What follows belongs to an exercise in optimizing a design on an open flow for small area; a production flow would make more cautious choices. Only simulation tests tie the RTL to the original design; equivalence was not proved. Power is estimated from default activity; no workload was simulated.

==> inputs of job 4428 <==
==> flow/design.v (excerpt) <==
module top_module(
    input wire clk,
    input wire rst,
    input wire I2C_SDA_in,
    output wire I2C_SDA_out,
    output wire I2C_SDA_oe,
    input wire dht_in,
    output wire dht_out,
    output wire dht_oe,
    input wire [4:0] BTN,
    output wire I2C_SCL,
    output wire [17:0] LEDR,
    output wire [8:0] LEDG,
    output wire data_out
);
clock: 10.0 ns
lec_check: 0
cap_margin: 20
core_margin: 2
core_utilization: 40
cts_buf_list: sky130_fd_sc_hd__clkbuf_8
slew_margin: 20
standard.sh (not shown) runs the stock make flow with config.mk's settings and CLKGATE_MAP_FILE= SYNTH_SCRIPT=/design/flow/synth_recipe.tcl, a recipe that flattens the netlist after the stock synthesis.
==> flow/flow/run.sh <==
#!/bin/bash
# Standard ORFS layout, with the combinational part of the standard synthesis
# re-mapped for area (registers untouched). Each tool logs to its own file here.
set -uo pipefail
W=$PWD
R=$W/orfs/results/$FLOW_PLATFORM/top_module/base
LIB=$FLOW_HOME/platforms/$FLOW_PLATFORM/lib/sky130_fd_sc_hd__tt_025C_1v80.lib

bash standard.sh synth > $W/standard_synth.log 2>&1 || exit 1

cp $R/1_2_yosys.v $W/netlist_standard.v
sed -e "s|@LIB@|$LIB|g" -e "s|@IN@|$W/netlist_standard.v|" -e "s|@TOP@|$FLOW_TOP|" \
    -e "s|@ABC@|$W/flow/abc.script|" -e "s|@OUT@|$W/netlist_remapped.v|g" flow/remap.ys > $W/remap_run.ys
if yosys -s $W/remap_run.ys > $W/yosys_remap.log 2>&1; then
  ffl() { grep -oE "sky130_fd_sc_hd__(df|edf|sdf|sedf|dl)[a-z]*_[0-9]+ +[^ ]+" "$1" | sort; }
  if [[ "$(ffl $W/netlist_standard.v)" == "$(ffl $W/netlist_remapped.v)" ]]; then
    cp $W/netlist_remapped.v $R/1_2_yosys.v
    touch $R/1_2_yosys.v
    echo "remapped netlist in use" > $W/remap_status.log
  else
    echo "register mismatch: standard netlist kept" > $W/remap_status.log
  fi
else
  echo "remap failed: standard netlist kept" > $W/remap_status.log
fi

bash standard.sh finish > $W/standard_finish.log 2>&1
==> flow/flow/abc.script <==
strash
&get -n
&deepsyn -T 60
&put
dch
amap
topo
==> flow/flow/remap.ys <==
# Re-map the combinational logic of the standard synthesis netlist for area.
# Every flip-flop instance (name, cell type, connections) is kept as it is:
# sequential cells are read as black boxes, only combinational cells are
# flattened into gates and re-mapped by ABC.
read_liberty -ignore_miss_func @LIB@
blackbox sky130_fd_sc_hd__df* sky130_fd_sc_hd__edf* sky130_fd_sc_hd__sdf* sky130_fd_sc_hd__sedf* sky130_fd_sc_hd__dlr* sky130_fd_sc_hd__dlx* sky130_fd_sc_hd__lpflow_inputisolatch* sky130_fd_sc_hd__conb*
read_verilog @IN@
hierarchy -top @TOP@
flatten
techmap
opt -full
abc -liberty @LIB@ -dont_use *lpflow* -dont_use *probe* -script @ABC@
opt_clean -purge
hilomap -singleton -hicell sky130_fd_sc_hd__conb_1 HI -locell sky130_fd_sc_hd__conb_1 LO
insbuf -buf sky130_fd_sc_hd__buf_4 A X
splitnets
opt_clean -purge
tee -o @OUT@.stat stat -liberty @LIB@
write_verilog -noattr -nohex -nodec @OUT@
==> job 5581: changes against job 4428 <==
==> flow/run.sh (new file) <==
#!/bin/bash
# synth_recipe.tcl (not shown) runs the flow's synth.tcl, then flattens the netlist and writes it again
# the make line also repeats each setting of config.mk as NAME=value (left out here)
make -C /OpenROAD-flow-scripts/flow DESIGN_CONFIG=/design/flow/config.mk WORK_HOME=/design/flow/orfs CLKGATE_MAP_FILE= SYNTH_SCRIPT=/design/flow/synth_recipe.tcl finish
CTS_BUF_LIST = not set   (was sky130_fd_sc_hd__clkbuf_8)
removed: flow/flow/run.sh
removed: flow/flow/abc.script
removed: flow/flow/remap.ys
removed: flow/standard.sh
==> results.cfg <==
[outcome]
status = no timing/DRC/antenna violations

[setup_path]
crit_end = LEDR[9]
r2r_end = I[3]
startpoint = I[12]

[route]
drt_wl_total_microns = 17700
met2_length_microns = 7870
viasPerCell = 5.94
wl_met3_microns = 1120
dr.pass1.iters = 6

[layout]
synthToLayoutAreaGrowth_pct = 14.0
inverters = 108
multi_input_area_share = 0.463
drive_above_1_share = 0.0311
final_cell_mix = nor2_1, clkinv_1, nand2_1
seq_area_frac = 0.332

[global_routing]
grt.total_usage = 0.257

[power_and_ir_drop]
seqPwrFrac = 0.526
maxPowerGroup = registers
leakagePower_nw = 1.98

[clock_network]
clockRootBuffer = clkbuf_8

[sta]
post-route-min-period_ns = 4.92
fmax_mhz = 203
(the above is from job 4428)
==> results.cfg <==
[sta]
post-route-min-period_ns = 5.14

[layout]
drive_above_1_share = 0.0892

[route]
wl_met3_microns = 1460
viasPerCell = 6.37
met2_length_microns = 10500

[power_and_ir_drop]
seqPwrFrac = 0.488
maxPowerGroup = clock

[clock_network]
clockRootBuffer = clkbuf_16

[setup_path]
startpoint = W[9]
r2r_end = I[7]

[outcome]
status = no timing/DRC/antenna violations
(the above is from job 5581)

* * *

==> run A: inputs <==
top_module, a different RTL version from the one above (not shown whole).
export LEC_CHECK = 0
export CAP_MARGIN = 20
export CORE_MARGIN = 2
export CORE_UTILIZATION = 40
export CTS_BUF_LIST = sky130_fd_sc_hd__clkbuf_8
export SLEW_MARGIN = 20
create_clock -name core_clock -period 10.0 [get_ports {clk}]
==> flow/flow/run.sh <==
#!/bin/bash
# Standard ORFS layout (ports buffered with buf_1), with the combinational part of the standard synthesis
# re-mapped for area (registers untouched). Each tool logs to its own file here.
set -uo pipefail
W=$PWD
R=$W/orfs/results/$FLOW_PLATFORM/top_module/base
LIB=$FLOW_HOME/platforms/$FLOW_PLATFORM/lib/sky130_fd_sc_hd__tt_025C_1v80.lib

bash standard.sh synth > $W/standard_synth.log 2>&1 || exit 1

cp $R/1_2_yosys.v $W/netlist_standard.v
sed -e "s|@LIB@|$LIB|g" -e "s|@IN@|$W/netlist_standard.v|" -e "s|@TOP@|$FLOW_TOP|" \
    -e "s|@ABC@|$W/flow/abc.script|" -e "s|@OUT@|$W/netlist_remapped.v|g" flow/remap.ys > $W/remap_run.ys
if yosys -s $W/remap_run.ys > $W/yosys_remap.log 2>&1; then
  ffl() { grep -oE "sky130_fd_sc_hd__(df|edf|sdf|sedf|dl)[a-z]*_[0-9]+ +[^ ]+" "$1" | sort; }
  if [[ "$(ffl $W/netlist_standard.v)" == "$(ffl $W/netlist_remapped.v)" ]]; then
    cp $W/netlist_remapped.v $R/1_2_yosys.v
    touch $R/1_2_yosys.v
    echo "remapped netlist in use" > $W/remap_status.log
  else
    echo "register mismatch: standard netlist kept" > $W/remap_status.log
  fi
else
  echo "remap failed: standard netlist kept" > $W/remap_status.log
fi

bash standard.sh finish "BUFFER_PORTS_ARGS=-buffer_cell sky130_fd_sc_hd__buf_1" > $W/standard_finish.log 2>&1
==> flow/flow/abc.script <==
strash
&get -n
&deepsyn -T 180
&put
dch
amap
strash
dch
amap
topo
==> flow/flow/remap.ys <==
# Re-map the combinational logic of the standard synthesis netlist for area.
# Every flip-flop instance (name, cell type, connections) is kept as it is:
# sequential cells are read as black boxes, only combinational cells are
# flattened into gates and re-mapped by ABC.
read_liberty -ignore_miss_func @LIB@
blackbox sky130_fd_sc_hd__df* sky130_fd_sc_hd__edf* sky130_fd_sc_hd__sdf* sky130_fd_sc_hd__sedf* sky130_fd_sc_hd__dlr* sky130_fd_sc_hd__dlx* sky130_fd_sc_hd__lpflow_inputisolatch* sky130_fd_sc_hd__conb*
read_verilog @IN@
hierarchy -top @TOP@
flatten
techmap
opt -full
abc -liberty @LIB@ -dont_use *lpflow* -dont_use *probe* -script @ABC@
opt_clean -purge
hilomap -singleton -hicell sky130_fd_sc_hd__conb_1 HI -locell sky130_fd_sc_hd__conb_1 LO
insbuf -buf sky130_fd_sc_hd__buf_4 A X
splitnets
opt_clean -purge
tee -o @OUT@.stat stat -liberty @LIB@
write_verilog -noattr -nohex -nodec @OUT@
==> run B: changes against run A <==
--- a/flow/design.v
+++ b/flow/design.v
@@ -25,41 +25,43 @@
     reg [2:0]  g,    g_n;
     reg        Bp,   Bp_n;
     reg [3:0]  ost,  ost_n;
     reg [6:0]  cnt,  cnt_n;
     reg        led3, led3_n;
     reg        M,    M_n;
     reg [15:0] sr,   sr_n;
     reg        so,   so_n;
+    reg        soe,  soe_n;
+    reg        scl,  scl_n;
     reg        red,  red_n;
-    reg [12:0] W,    W_n;
+    reg [13:0] W,    W_n;
     reg [17:0] I,    I_n;
     wire [7:0] T = sr[15:8];
     wire [7:0] U = sr[7:0];
     wire first = W[10];           
     wire [3:0] st  = I[3:0];
     wire [2:0] bn  = I[6:4];
     wire       x3  = I[7];
     wire [1:0] c   = I[9:8];
     wire [4:0] idx = I[14:10];
     wire [1:0] blk = I[16:15];
     wire       S   = I[17];
     wire [7:0] acc = I[7:0];
     wire [5:0] bc  = I[13:8];
     wire [1:0] rs  = I[15:14];
     wire [2:0] cy  = I[2:0];
     wire       cf  = I[3];
-    wire        wm   = !(W[9] & W[8]);    
+    wire        wm   = W[13];
     wire [4:0]  wk   = W[4:0];
     wire [4:0]  wbit = W[9:5];
     wire [2:0]  wled = W[12:10];
     wire [4:0] Qd = W[4:0];
     wire [3:0] Rd = W[8:5];
-    wire [2:0] sd = {W[12:11], W[9]};
+    wire [3:0] sd = {W[13:11], W[9]};
     wire cnt_nz = |cnt;
     wire rd_done = ost[3] | (ost[2:1] == 2'b11);         
     assign dht_oe  = ((ost == O_IDLE) & cnt_nz) | ((ost[2:0] == 3'd1) & cnt[6]);
     assign dht_out = ~dht_oe;
     wire din  = dht_oe ? 1'b0 : dht_in;
     wire vbit = (cnt > 7'd50);
     wire [2:0] apos = ~bc[2:0];
     wire [8:0] acar;
@@ -86,30 +88,24 @@
             2'd0: nib = BLK1[{idx[3:0], 2'b00} +: 4];
             2'd1: nib = LINE1[{idx, 2'b00} +: 4];
             2'd2: nib = idx[0] ? 4'hC : 4'h0;
             default: nib = nib2;
         endcase
     end
     wire [7:0] byte_v = {nib, 1'b1, ~S, addr, blk[0]};
     assign I2C_SDA_out = so;
-    wire ackw = (st == S_CL) | (st == S_D) | (st == S_E);
-    wire in3  = (g == G3);
-    wire st_start = (st == S_ST1) | (st == S_ST2) | (st == S_ST3);
-    wire scl = !in3 | st_start | (st == S_C) | ((st == S_CL) & !x3) | ((st == S_D) & x3) | ((st == S_E) & !x3);
-    wire soe = !in3 | st_start | (st == S_A) | (st == S_B) | (st == S_C) | (st == S_BL) | ((st == S_CL) & !x3);
     assign I2C_SDA_oe  = soe;
     assign I2C_SCL     = scl;
     wire sda = soe ? so : I2C_SDA_in;
     wire fw = first & (blk == 2'd0) & (idx == 5'd7) & !S;    
     wire [3:0] X = {x3, bn};
     wire [7:0] dx  = idx[4] ? T : U;
-    wire [2:0] dk  = 3'd4 - sd;
-    wire       dxk = dx[dk] & rd_done;
-    wire [4:0] R2  = {(sd == 3'd0) ? {1'b0, dx[7:5] & {3{rd_done}}} : Rd, dxk};
+    wire       dxk = dx[~sd[2:0]] & rd_done;
+    wire [4:0] R2  = {(sd[2:0] == 3'd0) ? 4'd0 : Rd, dxk};
     wire       qb  = (R2 >= 5'd10);
     wire [4:0] R2s = qb ? (R2 - 5'd10) : R2;
     wire [3:0]  ci  = wk[3:0];
     wire [15:0] A1  = {6'd0, T, 2'd0};
     wire [15:0] A2  = {3'd0, T, 5'd0};
     wire [15:0] A3  = {2'd0, T, 6'd0};
     wire [15:0] A4  = {8'd0, U};
     wire [15:0] KA  = 16'd80;
@@ -118,55 +114,55 @@
     wire        cfin = (ci == 4'd0) ? 1'b1 : cf;
     wire [3:0]  csum = A1[ci] + A2[ci] + A3[ci] + A4[ci] + KA[ci] + ccin;
     wire        cv   = csum[0];
     wire        cf_o = (cv & !KC[ci]) | (!(cv ^ KC[ci]) & cfin);
     wire cur = red ? (wbit[4:3] == 2'b01) : wbit[4];
     assign data_out = g[2] & g[1] & wm & (wk >= 5'd3) & (wk <= (cur ? 5'd11 : 5'd7));
     always @(*) begin
         g_n = g; Bp_n = Bp; ost_n = ost; cnt_n = cnt; led3_n = led3; M_n = M; sr_n = sr;
-        so_n = so; red_n = red; W_n = W; I_n = I;
+        so_n = so; soe_n = soe; scl_n = scl; red_n = red; W_n = W; I_n = I;
         case (g)
             G2A: begin
                 g_n = G2B;
                 I_n = {1'b0, 2'd0, 5'd8, (first ? 2'd0 : 2'd2), 1'b0, 3'd7, S_ST1};
             end
             G2B: g_n = G3;
             G3: begin
                 if ((st == S_WAIT) && (blk == 2'd3) && ((idx == 5'd20) || (idx == 5'd14))) begin
-                    if (sd != 3'd5) begin
-                        {W_n[12:11], W_n[9]} = sd + 3'd1;
+                    if (!sd[3]) begin
+                        {W_n[13:11], W_n[9]} = sd + 4'd1;
                         W_n[8:5]   = R2s[3:0];
                         W_n[4:0]   = {Qd[3:0], qb};
                     end
-                end else {W_n[12:11], W_n[9]} = 3'd0;
+                end else {W_n[13:11], W_n[9]} = 4'd0;
                 I_n[9:8] = c + 2'd1;
                 if (c == 2'd1) begin
                     case (st)
-                        S_ST1: begin so_n = 1'b1; I_n[3:0] = S_ST2; end
+                        S_ST1: begin soe_n = 1'b1; so_n = 1'b1; scl_n = 1'b1; I_n[3:0] = S_ST2; end
                         S_ST2: begin so_n = 1'b0; I_n[3:0] = S_ST3; end
-                        S_ST3: I_n[3:0] = S_A;
+                        S_ST3: begin scl_n = 1'b0; I_n[3:0] = S_A; end
                         S_A: begin
                             so_n = byte_v[bn];
                             if (bn == 3'd0) I_n[3:0] = S_BL;
                             else begin I_n[3:0] = S_B; I_n[6:4] = bn - 3'd1; end
                         end
-                        S_B:  I_n[3:0] = S_C;
-                        S_C:  I_n[3:0] = S_A;
-                        S_BL: I_n[3:0] = S_CL;
-                        S_CL: begin I_n[7] = sda; if (!sda) I_n[3:0] = S_D; end
-                        S_D:  begin I_n[7] = sda; if (!sda) I_n[3:0] = S_E; end
+                        S_B:  begin scl_n = 1'b1; I_n[3:0] = S_C; end
+                        S_C:  begin scl_n = 1'b0; I_n[3:0] = S_A; end
+                        S_BL: begin scl_n = 1'b1; I_n[3:0] = S_CL; end
+                        S_CL: begin scl_n = 1'b0; soe_n = 1'b0; if (!sda) I_n[3:0] = S_D; end
+                        S_D:  begin scl_n = 1'b1; if (!sda) I_n[3:0] = S_E; end
                         S_E:  begin
-                            I_n[7] = !sda;
+                            scl_n = 1'b0;
                             if (sda) begin
                                 if (addr) begin I_n[14:10] = 5'd7; I_n[3:0] = S_LOAD; end
                                 else I_n[3:0] = S_WAIT;
                             end
                         end
-                        S_LOAD: begin I_n[6:4] = 3'd7; I_n[3:0] = S_A; end
+                        S_LOAD: begin I_n[6:4] = 3'd7; soe_n = 1'b1; I_n[3:0] = S_A; end
                         S_WAIT: begin
                             if (X == (fw ? 4'd7 : 4'd9)) begin
                                 I_n[7:4] = 4'd0;
                                 if (!S) begin I_n[17] = 1'b1; I_n[3:0] = S_LOAD; end
                                 else if (idx == 5'd0) I_n[3:0] = S_NEXT;
                                 else begin I_n[14:10] = idx - 5'd1; I_n[17] = 1'b0; I_n[3:0] = S_LOAD; end
                             end else I_n[7:4] = X + 4'd1;
                         end
@@ -175,46 +171,44 @@
                             else begin
                                 I_n[16:15] = blk + 2'd1;
                                 I_n[14:10] = (blk == 2'd1) ? 5'd1 : 5'd31;
                                 I_n[17] = 1'b0;
                                 I_n[3:0] = S_LOAD;
                             end
                         end
                         S_END: begin
-                            so_n = 1'b1;
+                            soe_n = 1'b1; so_n = 1'b1; scl_n = 1'b1;
                             g_n = G3B;
                         end
                         default: ;
                     endcase
                 end
             end
             G3B: begin
                 g_n = G4;
-                W_n = {first, 1'b0, first, 5'b11000, 2'b00, first, 1'b0, 1'b1};
+                W_n = {1'b0, 2'b00, first, first, 4'b0000, 2'b00, first, 1'b0, 1'b1};
             end
             G4: begin
                 if (wk == ((wm & !cur) ? 5'd16 : 5'd19)) begin
                     W_n[4:0] = 5'd0;
                     if (wbit == 5'd23) begin
-                        W_n[9:5] = (wled == 3'd7) ? 5'd24 : 5'd0;    
-                        W_n[12:10] = wled + 3'd1;
-                    end else if (wbit == 5'd31) begin
-                        W_n[9:5] = 5'd24;
+                        W_n[9:5] = 5'd0;
                         W_n[12:10] = wled + 3'd1;
+                        if (wled == 3'd7) W_n[13] = 1'b0;     
                     end else W_n[9:5] = wbit + 5'd1;
                 end else W_n[4:0] = wk + 5'd1;
                 if (!wm) begin
-                    if ((wled == 3'd0) && (wbit == 5'd24) && (wk == 5'd0)) g_n = G4B;
-                    if ((wled == 3'd0) && (wbit == 5'd25) && (wk[4:2] != 3'b011) && !wk[4]) begin
+                    if (W[12:0] == 13'd0) g_n = G4B;
+                    if ((wled == 3'd0) && (wbit == 5'd1) && (wk[4:2] != 3'b011) && !wk[4]) begin
                         I_n[2:0] = csum[3:1];
                         I_n[3]   = cf_o;
                     end
-                    if ((wled == 3'd5) && (wbit == 5'd24) && (wk == 5'd4)) red_n = cf;
-                    if ((wled == 3'd5) && (wbit == 5'd24) && (wk == 5'd5)) W_n = 13'd0;
+                    if ((wled == 3'd1) && (wbit == 5'd16) && (wk == 5'd4)) red_n = cf;
+                    if ((wled == 3'd1) && (wbit == 5'd16) && (wk == 5'd5)) begin W_n[13] = 1'b1; W_n[12:0] = 13'd0; end
                 end
             end
             G4B: begin g_n = G1; I_n = 18'd0; end    
             G1: begin
                 if (BTN == 5'b00001) Bp_n = 1'b1;
                 if (Bp) begin
                     case (ost[2:0])
                         3'd0: begin
@@ -272,27 +266,27 @@
                 end
             end
             default: g_n = G2A;    
         endcase
     end
     always @(posedge clk or negedge rst) begin
         if (!rst) begin
             g <= G2A; Bp <= 1'b0; ost <= O_IDLE; cnt <= 7'd0; led3 <= 1'b0; M <= 1'b0;
-            so <= 1'b1; red <= 1'b0;
+            so <= 1'b1; soe <= 1'b1; scl <= 1'b1; red <= 1'b0;
             W[10] <= 1'b1;
         end else begin
             g <= g_n; Bp <= Bp_n; ost <= ost_n; cnt <= cnt_n; led3 <= led3_n; M <= M_n;
-            so <= so_n; red <= red_n;
+            so <= so_n; soe <= soe_n; scl <= scl_n; red <= red_n;
             W[10] <= W_n[10];
         end
     end
     always @(posedge clk) begin
         sr <= sr_n;
-        W[12:11] <= W_n[12:11]; W[9:0] <= W_n[9:0];
+        W[13:11] <= W_n[13:11]; W[9:0] <= W_n[9:0];
         I <= I_n;
     end
     wire in_read = (ost == O_READ);
     wire ledg_v  = ost[3] & ((ost[2:0] != 3'd0) | cnt_nz);
     assign LEDG[8]   = 1'b0;
     assign LEDG[7]   = ledg_v & (M | T[7]);
     assign LEDG[6:0] = (ledg_v & !M) ? T[6:0] : 7'd0;
     assign LEDR[2:0]   = 3'b000;
--- a/flow/flow/run.sh
+++ b/flow/flow/run.sh
@@ -1,10 +1,10 @@
 #!/bin/bash
-# Standard ORFS layout (ports buffered with buf_1), with the combinational part of the standard synthesis
+# Standard ORFS layout, with the combinational part of the standard synthesis
 # re-mapped for area (registers untouched). Each tool logs to its own file here.
 set -uo pipefail
 W=$PWD
 R=$W/orfs/results/$FLOW_PLATFORM/top_module/base
 LIB=$FLOW_HOME/platforms/$FLOW_PLATFORM/lib/sky130_fd_sc_hd__tt_025C_1v80.lib
 
 bash standard.sh synth > $W/standard_synth.log 2>&1 || exit 1
 
@@ -19,9 +19,9 @@
     echo "remapped netlist in use" > $W/remap_status.log
   else
     echo "register mismatch: standard netlist kept" > $W/remap_status.log
   fi
 else
   echo "remap failed: standard netlist kept" > $W/remap_status.log
 fi
 
-bash standard.sh finish "BUFFER_PORTS_ARGS=-buffer_cell sky130_fd_sc_hd__buf_1" > $W/standard_finish.log 2>&1
+bash standard.sh finish > $W/standard_finish.log 2>&1
==> flow/flow/abc.script (replaced) <==
strash
&get -n
&deepsyn -T 60
&put
dch
amap
topo
- CTS_BUF_LIST: sky130_fd_sc_hd__clkbuf_8 -> unset
==> run D: changes against run A <==
--- a/flow/design.v
+++ b/flow/design.v
@@ -26,40 +26,40 @@
     reg        Bp,   Bp_n;
     reg [3:0]  ost,  ost_n;
     reg [6:0]  cnt,  cnt_n;
     reg        led3, led3_n;
     reg        M,    M_n;
     reg [15:0] sr,   sr_n;
     reg        so,   so_n;
     reg        red,  red_n;
-    reg [12:0] W,    W_n;
+    reg [13:0] W,    W_n;
     reg [17:0] I,    I_n;
     wire [7:0] T = sr[15:8];
     wire [7:0] U = sr[7:0];
     wire first = W[10];           
     wire [3:0] st  = I[3:0];
     wire [2:0] bn  = I[6:4];
     wire       x3  = I[7];
     wire [1:0] c   = I[9:8];
     wire [4:0] idx = I[14:10];
     wire [1:0] blk = I[16:15];
     wire       S   = I[17];
     wire [7:0] acc = I[7:0];
     wire [5:0] bc  = I[13:8];
     wire [1:0] rs  = I[15:14];
     wire [2:0] cy  = I[2:0];
     wire       cf  = I[3];
-    wire        wm   = !(W[9] & W[8]);    
+    wire        wm   = W[13];
     wire [4:0]  wk   = W[4:0];
     wire [4:0]  wbit = W[9:5];
     wire [2:0]  wled = W[12:10];
     wire [4:0] Qd = W[4:0];
     wire [3:0] Rd = W[8:5];
-    wire [2:0] sd = {W[12:11], W[9]};
+    wire [3:0] sd = {W[13:11], W[9]};
     wire cnt_nz = |cnt;
     wire rd_done = ost[3] | (ost[2:1] == 2'b11);         
     assign dht_oe  = ((ost == O_IDLE) & cnt_nz) | ((ost[2:0] == 3'd1) & cnt[6]);
     assign dht_out = ~dht_oe;
     wire din  = dht_oe ? 1'b0 : dht_in;
     wire vbit = (cnt > 7'd50);
     wire [2:0] apos = ~bc[2:0];
     wire [8:0] acar;
@@ -97,19 +97,18 @@
     wire scl = !in3 | st_start | (st == S_C) | ((st == S_CL) & !x3) | ((st == S_D) & x3) | ((st == S_E) & !x3);
     wire soe = !in3 | st_start | (st == S_A) | (st == S_B) | (st == S_C) | (st == S_BL) | ((st == S_CL) & !x3);
     assign I2C_SDA_oe  = soe;
     assign I2C_SCL     = scl;
     wire sda = soe ? so : I2C_SDA_in;
     wire fw = first & (blk == 2'd0) & (idx == 5'd7) & !S;    
     wire [3:0] X = {x3, bn};
     wire [7:0] dx  = idx[4] ? T : U;
-    wire [2:0] dk  = 3'd4 - sd;
-    wire       dxk = dx[dk] & rd_done;
-    wire [4:0] R2  = {(sd == 3'd0) ? {1'b0, dx[7:5] & {3{rd_done}}} : Rd, dxk};
+    wire       dxk = dx[~sd[2:0]] & rd_done;
+    wire [4:0] R2  = {(sd[2:0] == 3'd0) ? 4'd0 : Rd, dxk};
     wire       qb  = (R2 >= 5'd10);
     wire [4:0] R2s = qb ? (R2 - 5'd10) : R2;
     wire [3:0]  ci  = wk[3:0];
     wire [15:0] A1  = {6'd0, T, 2'd0};
     wire [15:0] A2  = {3'd0, T, 5'd0};
     wire [15:0] A3  = {2'd0, T, 6'd0};
     wire [15:0] A4  = {8'd0, U};
     wire [15:0] KA  = 16'd80;
@@ -127,22 +126,22 @@
         case (g)
             G2A: begin
                 g_n = G2B;
                 I_n = {1'b0, 2'd0, 5'd8, (first ? 2'd0 : 2'd2), 1'b0, 3'd7, S_ST1};
             end
             G2B: g_n = G3;
             G3: begin
                 if ((st == S_WAIT) && (blk == 2'd3) && ((idx == 5'd20) || (idx == 5'd14))) begin
-                    if (sd != 3'd5) begin
-                        {W_n[12:11], W_n[9]} = sd + 3'd1;
+                    if (!sd[3]) begin
+                        {W_n[13:11], W_n[9]} = sd + 4'd1;
                         W_n[8:5]   = R2s[3:0];
                         W_n[4:0]   = {Qd[3:0], qb};
                     end
-                end else {W_n[12:11], W_n[9]} = 3'd0;
+                end else {W_n[13:11], W_n[9]} = 4'd0;
                 I_n[9:8] = c + 2'd1;
                 if (c == 2'd1) begin
                     case (st)
                         S_ST1: begin so_n = 1'b1; I_n[3:0] = S_ST2; end
                         S_ST2: begin so_n = 1'b0; I_n[3:0] = S_ST3; end
                         S_ST3: I_n[3:0] = S_A;
                         S_A: begin
                             so_n = byte_v[bn];
@@ -184,37 +183,35 @@
                             g_n = G3B;
                         end
                         default: ;
                     endcase
                 end
             end
             G3B: begin
                 g_n = G4;
-                W_n = {first, 1'b0, first, 5'b11000, 2'b00, first, 1'b0, 1'b1};
+                W_n = {1'b0, 2'b00, first, first, 4'b0000, 2'b00, first, 1'b0, 1'b1};
             end
             G4: begin
                 if (wk == ((wm & !cur) ? 5'd16 : 5'd19)) begin
                     W_n[4:0] = 5'd0;
                     if (wbit == 5'd23) begin
-                        W_n[9:5] = (wled == 3'd7) ? 5'd24 : 5'd0;    
-                        W_n[12:10] = wled + 3'd1;
-                    end else if (wbit == 5'd31) begin
-                        W_n[9:5] = 5'd24;
+                        W_n[9:5] = 5'd0;
                         W_n[12:10] = wled + 3'd1;
+                        if (wled == 3'd7) W_n[13] = 1'b0;     
                     end else W_n[9:5] = wbit + 5'd1;
                 end else W_n[4:0] = wk + 5'd1;
                 if (!wm) begin
-                    if ((wled == 3'd0) && (wbit == 5'd24) && (wk == 5'd0)) g_n = G4B;
-                    if ((wled == 3'd0) && (wbit == 5'd25) && (wk[4:2] != 3'b011) && !wk[4]) begin
+                    if (W[12:0] == 13'd0) g_n = G4B;
+                    if ((wled == 3'd0) && (wbit == 5'd1) && (wk[4:2] != 3'b011) && !wk[4]) begin
                         I_n[2:0] = csum[3:1];
                         I_n[3]   = cf_o;
                     end
-                    if ((wled == 3'd5) && (wbit == 5'd24) && (wk == 5'd4)) red_n = cf;
-                    if ((wled == 3'd5) && (wbit == 5'd24) && (wk == 5'd5)) W_n = 13'd0;
+                    if ((wled == 3'd1) && (wbit == 5'd16) && (wk == 5'd4)) red_n = cf;
+                    if ((wled == 3'd1) && (wbit == 5'd16) && (wk == 5'd5)) begin W_n[13] = 1'b1; W_n[12:0] = 13'd0; end
                 end
             end
             G4B: begin g_n = G1; I_n = 18'd0; end    
             G1: begin
                 if (BTN == 5'b00001) Bp_n = 1'b1;
                 if (Bp) begin
                     case (ost[2:0])
                         3'd0: begin
@@ -282,17 +279,17 @@
         end else begin
             g <= g_n; Bp <= Bp_n; ost <= ost_n; cnt <= cnt_n; led3 <= led3_n; M <= M_n;
             so <= so_n; red <= red_n;
             W[10] <= W_n[10];
         end
     end
     always @(posedge clk) begin
         sr <= sr_n;
-        W[12:11] <= W_n[12:11]; W[9:0] <= W_n[9:0];
+        W[13:11] <= W_n[13:11]; W[9:0] <= W_n[9:0];
         I <= I_n;
     end
     wire in_read = (ost == O_READ);
     wire ledg_v  = ost[3] & ((ost[2:0] != 3'd0) | cnt_nz);
     assign LEDG[8]   = 1'b0;
     assign LEDG[7]   = ledg_v & (M | T[7]);
     assign LEDG[6:0] = (ledg_v & !M) ? T[6:0] : 7'd0;
     assign LEDR[2:0]   = 3'b000;
--- a/flow/flow/remap.ys
+++ b/flow/flow/remap.ys
@@ -7,13 +7,13 @@
 read_verilog @IN@
 hierarchy -top @TOP@
 flatten
 techmap
 opt -full
 abc -liberty @LIB@ -dont_use *lpflow* -dont_use *probe* -script @ABC@
 opt_clean -purge
 hilomap -singleton -hicell sky130_fd_sc_hd__conb_1 HI -locell sky130_fd_sc_hd__conb_1 LO
-insbuf -buf sky130_fd_sc_hd__buf_4 A X
+insbuf -buf sky130_fd_sc_hd__buf_1 A X
 splitnets
 opt_clean -purge
 tee -o @OUT@.stat stat -liberty @LIB@
 write_verilog -noattr -nohex -nodec @OUT@
- CTS_CLUSTER_DIAMETER: unset -> 200
- CTS_CLUSTER_SIZE: unset -> 30
==> run notes <==
largest net degree at the start of global routing 21; WP buf/inv 5; Post-DP Area 5390 sq um; status finished clean
# the run above: run A

==> run notes <==
slowest CP cell nor2_1; WP buf/inv 4; status finished clean; Post-DP Area 5410 sq um; Fin Setup TNS 0 ps; largest net degree at the start of global routing 21; CP Cell Sequence clkinv_1, nor2_1, clkinv_1, nor2_1, clkinv_1, a21oi_1, o221ai_1, a31o_1, buf_1
# the run above: run D

==> run notes <==
sequential cell fraction of total power 45.5%; status finished clean; WP buf/inv 4; Post-DP Area 5700 sq um; largest net degree at the start of global routing 17
# the run above: run B

-- port drivers added, routing unchanged --
Ports are ideal in the flow. The routed layouts listed here were re-timed in OpenROAD.
Step 1 (the two cells are an assumption about what drives the block):
set clk [get_ports {clk}]
set_driving_cell -lib_cell sky130_fd_sc_hd__clkbuf_16 $clk
set_driving_cell -lib_cell sky130_fd_sc_hd__buf_2 [delete_from_list [all_inputs] $clk]
Step 2 moves the port delays by t, midway between the first and last clock arrival at a register: inputs arrive t later, outputs are due t later. That takes back most of the time a late clock gives input paths.
Three values: ideal ports, drivers, drivers and shift; two values: the first two.
run	t (ns)	setup slack, ns	pins driven straight from the clock port
job 4428	0.407	5.082 / 5.047 / 5.093	1
job 5581	0.398	4.858 / 4.810 / 5.125	1
run A	0.392	4.759 / 4.725 / 5.117	1
run B	0.386	5.112 / 5.074 / 5.071	1
run D	0.405	4.734 / 4.700 / 5.105	1
After both steps every run listed still meets setup and hold. The setup slack of run B, which loses most, moves by -0.038 ns with the drivers and by -0.041 ns with both steps.
